Context: an optimization exercise on an open-source flow, tuned for small area, a short achievable clock period and few clock cycles. The choices shown serve that exercise and are no tape-out recipe.
RTL that was checked went through simulation tests only; none was proved equivalent to the original.

==> v32: inputs <==
// mips_pipeline
module mips_pipeline (rst, clk, inst_adr, inst, data_adr, data_in, data_out, mem_read, mem_write);
clock: 10.0 ns
lec_check: 0
cap_margin: 20
core_margin: 2
core_utilization: 40
cts_buf_list: sky130_fd_sc_hd__clkbuf_8
place_density: 0.6
setup_slack_margin: 5
slew_margin: 20
run.sh (not shown) runs the stock make flow with config.mk's settings and CLKGATE_MAP_FILE= SYNTH_SCRIPT=/design/flow/synth_recipe.tcl, a recipe that flattens the netlist after the stock synthesis.
==> v33 (differences from v32) <==
==> flow/design.v (replaced) <==
module adder_32b (a, b, cin, sum);
  input  [31:0] a, b;
  input         cin;
  output [31:0] sum;
  wire [31:0] p0 = a ^ b;
  wire [31:0] g0 = a & b;
  wire [31:0] g1i = {g0[31:1], g0[0] | (p0[0] & cin)};
  wire [31:0] g [0:5];
  wire [31:0] p [0:5];
  assign g[0] = g1i;
  assign p[0] = p0;
  genvar l, k;
  generate
    for (l = 0; l < 5; l = l + 1) begin : g_lvl
      for (k = 0; k < 32; k = k + 1) begin : g_bit
        if (k >= (1 << l)) begin : g_op
          assign g[l+1][k] = g[l][k] | (p[l][k] & g[l][k - (1 << l)]);
          assign p[l+1][k] = p[l][k] & p[l][k - (1 << l)];
        end else begin : g_pass
          assign g[l+1][k] = g[l][k];
          assign p[l+1][k] = p[l][k];
        end
      end
    end
  endgenerate
  assign sum = p0 ^ {g[5][30:0], cin};
endmodule
module reg_file (clk, we, wa, wd, ra1, ra2, rd1, rd2);
  input         clk, we;
  input  [4:0]  wa, ra1, ra2;
  input  [31:0] wd;
  output [31:0] rd1, rd2;
  wire [31:0] r [0:31];
  assign r[0] = 32'd0;
  genvar i;
  generate
    for (i = 1; i < 32; i = i + 1) begin : g_reg
      reg [31:0] q;
      always @(posedge clk)
        if (we && wa == i) q <= wd;
      assign r[i] = q;
    end
  endgenerate
  assign rd1 = r[ra1];
  assign rd2 = r[ra2];
endmodule
module mips_pipeline (rst, clk, inst_adr, inst, data_adr, data_in, data_out, mem_read, mem_write);
  input rst, clk;
  output [31:0] inst_adr;
  input  [31:0] inst;
  output [31:0] data_adr;
  input  [31:0] data_in;
  output [31:0] data_out;
  output mem_read, mem_write;
  localparam [5:0] OP_R = 6'b000000, OP_LW = 6'b100011, OP_SW = 6'b101011,
                   OP_BEQ = 6'b000100, OP_ADDI = 6'b001001, OP_SLTI = 6'b001010,
                   OP_J = 6'b000010, OP_JR = 6'b000110;
  reg [31:0] pc;
  reg [31:0] x_a, x_b, x_bt;
  reg [15:0] x_imm;
  reg        x_wen, x_load, x_store, x_beq, x_jr;
  reg [4:0]  x_dst;
  reg        x_imm_sel, x_sub, x_and, x_or, x_slt;
  reg        x_fa, x_fb;
  reg [31:0] m_res, m_sd;
  reg        m_wen, m_load, m_store;
  reg [4:0]  m_dst;
  wire [31:0] m_val = m_load ? data_in : m_res;
  assign data_adr  = m_res;
  assign data_out  = m_sd;
  assign mem_read  = m_load;
  assign mem_write = m_store;
  wire [31:0] e_a   = x_fa ? m_val : x_a;
  wire [31:0] e_rt  = x_fb ? m_val : x_b;
  wire [31:0] e_b   = x_imm_sel ? {{16{x_imm[15]}}, x_imm} : e_rt;
  wire        e_inv = x_sub | x_slt;
  wire [31:0] e_sum;
  adder_32b ALU_ADD (.a(e_a), .b(e_b ^ {32{e_inv}}), .cin(e_inv), .sum(e_sum));
  wire        e_lt  = (e_a[31] ^ e_b[31]) ? e_a[31] : e_sum[31];
  wire [31:0] e_res = x_and ? (e_a & e_b) :
                      x_or  ? (e_a | e_b) :
                      x_slt ? {31'd0, e_lt} : e_sum;
  wire        e_eq  = (e_a == e_rt);
  wire        e_taken = x_beq & e_eq;
  wire        redirect = e_taken | x_jr;
  wire [31:0] redirect_pc = x_jr ? e_a : x_bt;
  always @(posedge clk) begin
    if (rst) begin
      m_wen   <= 1'b0;
      m_load  <= 1'b0;
      m_store <= 1'b0;
    end else begin
      m_wen   <= x_wen;
      m_load  <= x_load;
      m_store <= x_store;
    end
    m_res <= e_res;
    m_sd  <= e_rt;
    m_dst <= x_dst;
  end
  assign inst_adr = pc;
  wire [5:0]  op    = inst[31:26];
  wire [4:0]  rs    = inst[25:21];
  wire [4:0]  rt    = inst[20:16];
  wire [4:0]  rd    = inst[15:11];
  wire [5:0]  funct = inst[5:0];
  wire [15:0] imm   = inst[15:0];
  wire is_r    = (op == OP_R);
  wire is_lw   = (op == OP_LW);
  wire is_sw   = (op == OP_SW);
  wire is_beq  = (op == OP_BEQ);
  wire is_addi = (op == OP_ADDI);
  wire is_slti = (op == OP_SLTI);
  wire is_j    = (op == OP_J);
  wire is_jr   = (op == OP_JR);
  wire [4:0] dst = is_r ? rd : rt;
  wire       wen = (is_r | is_lw | is_addi | is_slti) & (dst != 5'd0);
  wire f_add = is_r & (funct == 6'b100000);
  wire f_sub = is_r & (funct == 6'b100011);
  wire f_or  = is_r & (funct == 6'b100101);
  wire f_slt = is_r & (funct == 6'b101010);
  wire f_and = is_r & ~(f_add | f_sub | f_or | f_slt);
  wire        w_en = m_wen;
  wire [31:0] rf_a, rf_b;
  reg_file RF (.clk(clk), .we(w_en), .wa(m_dst), .wd(m_val),
               .ra1(rs), .ra2(rt), .rd1(rf_a), .rd2(rf_b));
  wire [31:0] d_a = (w_en && m_dst == rs) ? m_val : rf_a;
  wire [31:0] d_b = (w_en && m_dst == rt) ? m_val : rf_b;
  wire [31:0] pc4 = pc + 32'd4;
  wire [31:0] bt;
  adder_32b BT_ADD (.a(pc4), .b({{14{imm[15]}}, imm, 2'b00}), .cin(1'b0), .sum(bt));
  wire        beq_same = is_beq & (rs == rt);
  always @(posedge clk) begin
    if (rst)
      pc <= 32'd0;
    else if (redirect)
      pc <= redirect_pc;
    else if (is_j)
      pc <= {pc4[31:28], inst[25:0], 2'b00};
    else if (beq_same)
      pc <= bt;
    else
      pc <= pc4;
  end
  wire kill = rst | redirect;
  always @(posedge clk) begin
    if (kill) begin
      x_wen   <= 1'b0;
      x_load  <= 1'b0;
      x_store <= 1'b0;
      x_beq   <= 1'b0;
      x_jr    <= 1'b0;
    end else begin
      x_wen   <= wen;
      x_load  <= is_lw;
      x_store <= is_sw;
      x_beq   <= is_beq & ~beq_same;
      x_jr    <= is_jr;
    end
    x_a       <= d_a;
    x_b       <= d_b;
    x_bt      <= bt;
    x_imm     <= imm;
    x_dst     <= dst;
    x_imm_sel <= ~is_r;
    x_sub     <= f_sub;
    x_and     <= f_and;
    x_or      <= f_or;
    x_slt     <= f_slt | is_slti;
    x_fa      <= x_wen & (x_dst == rs);
    x_fb      <= x_wen & (x_dst == rt);
  end
endmodule
CTS_BUF_LIST = unset   (was sky130_fd_sc_hd__clkbuf_8)
==> impl_metrics.yaml <==
floorplanning:
  fp.dieW_microns: 374
finish:
  multi_input_area_sq_um: 20400
  sh_seq_area: 0.530
placement:
  hpwl_mm: 149
timing:
  post-route-period-util: 0.515
status:
  status: "finished clean"
synth:
  yosys.area.top_type_share: 0.543
That was v33.
==> impl_metrics.yaml <==
status:
  status: "finished clean"
finish:
  sh_seq_area: 0.539
  multi_input_area_sq_um: 19700
synth:
  yosys.area.top_type_share: 0.543
clocking:
  tritoncts: "done"
  clk_latency_ns: 0.99
placement:
  hpwl_mm: 149
That was v32.
Testbench counts of v33, summed over its fixed seeds: cycles 45,965.
The RTL of v32 was laid out without a check of its function.

==> static timing again, ports no longer ideal <==
The results above use ideal ports. As a check the final layouts listed here were re-extracted and re-timed, cells and wires unchanged. Step 1: set_driving_cell puts a clkbuf_16 on clk and a buf_2 on each other input, an assumption about the parent block. Step 2 also shifts input and output timing later by t, the mid clock arrival at the registers, as if the neighbouring blocks saw the same clock. Slacks: ideal ports / drivers / drivers and shift; pairs: ideal ports / drivers.
| run | shift t [ns] | slack for setup (ns) | worst setup path at the end | cell pins on the clock port's net |
|---|---|---|---|---|
| v32 | 1.038 | 4.813 / 4.856 / 3.818 | input to register | 1 |
| v33 | 0.844 | 4.854 / 4.757 / 3.913 | input to register | 1 |
After both steps every run listed still meets setup and hold. The setup slack of v32, which loses most, moves by +0.043 ns with the drivers and by -0.995 ns with both steps.
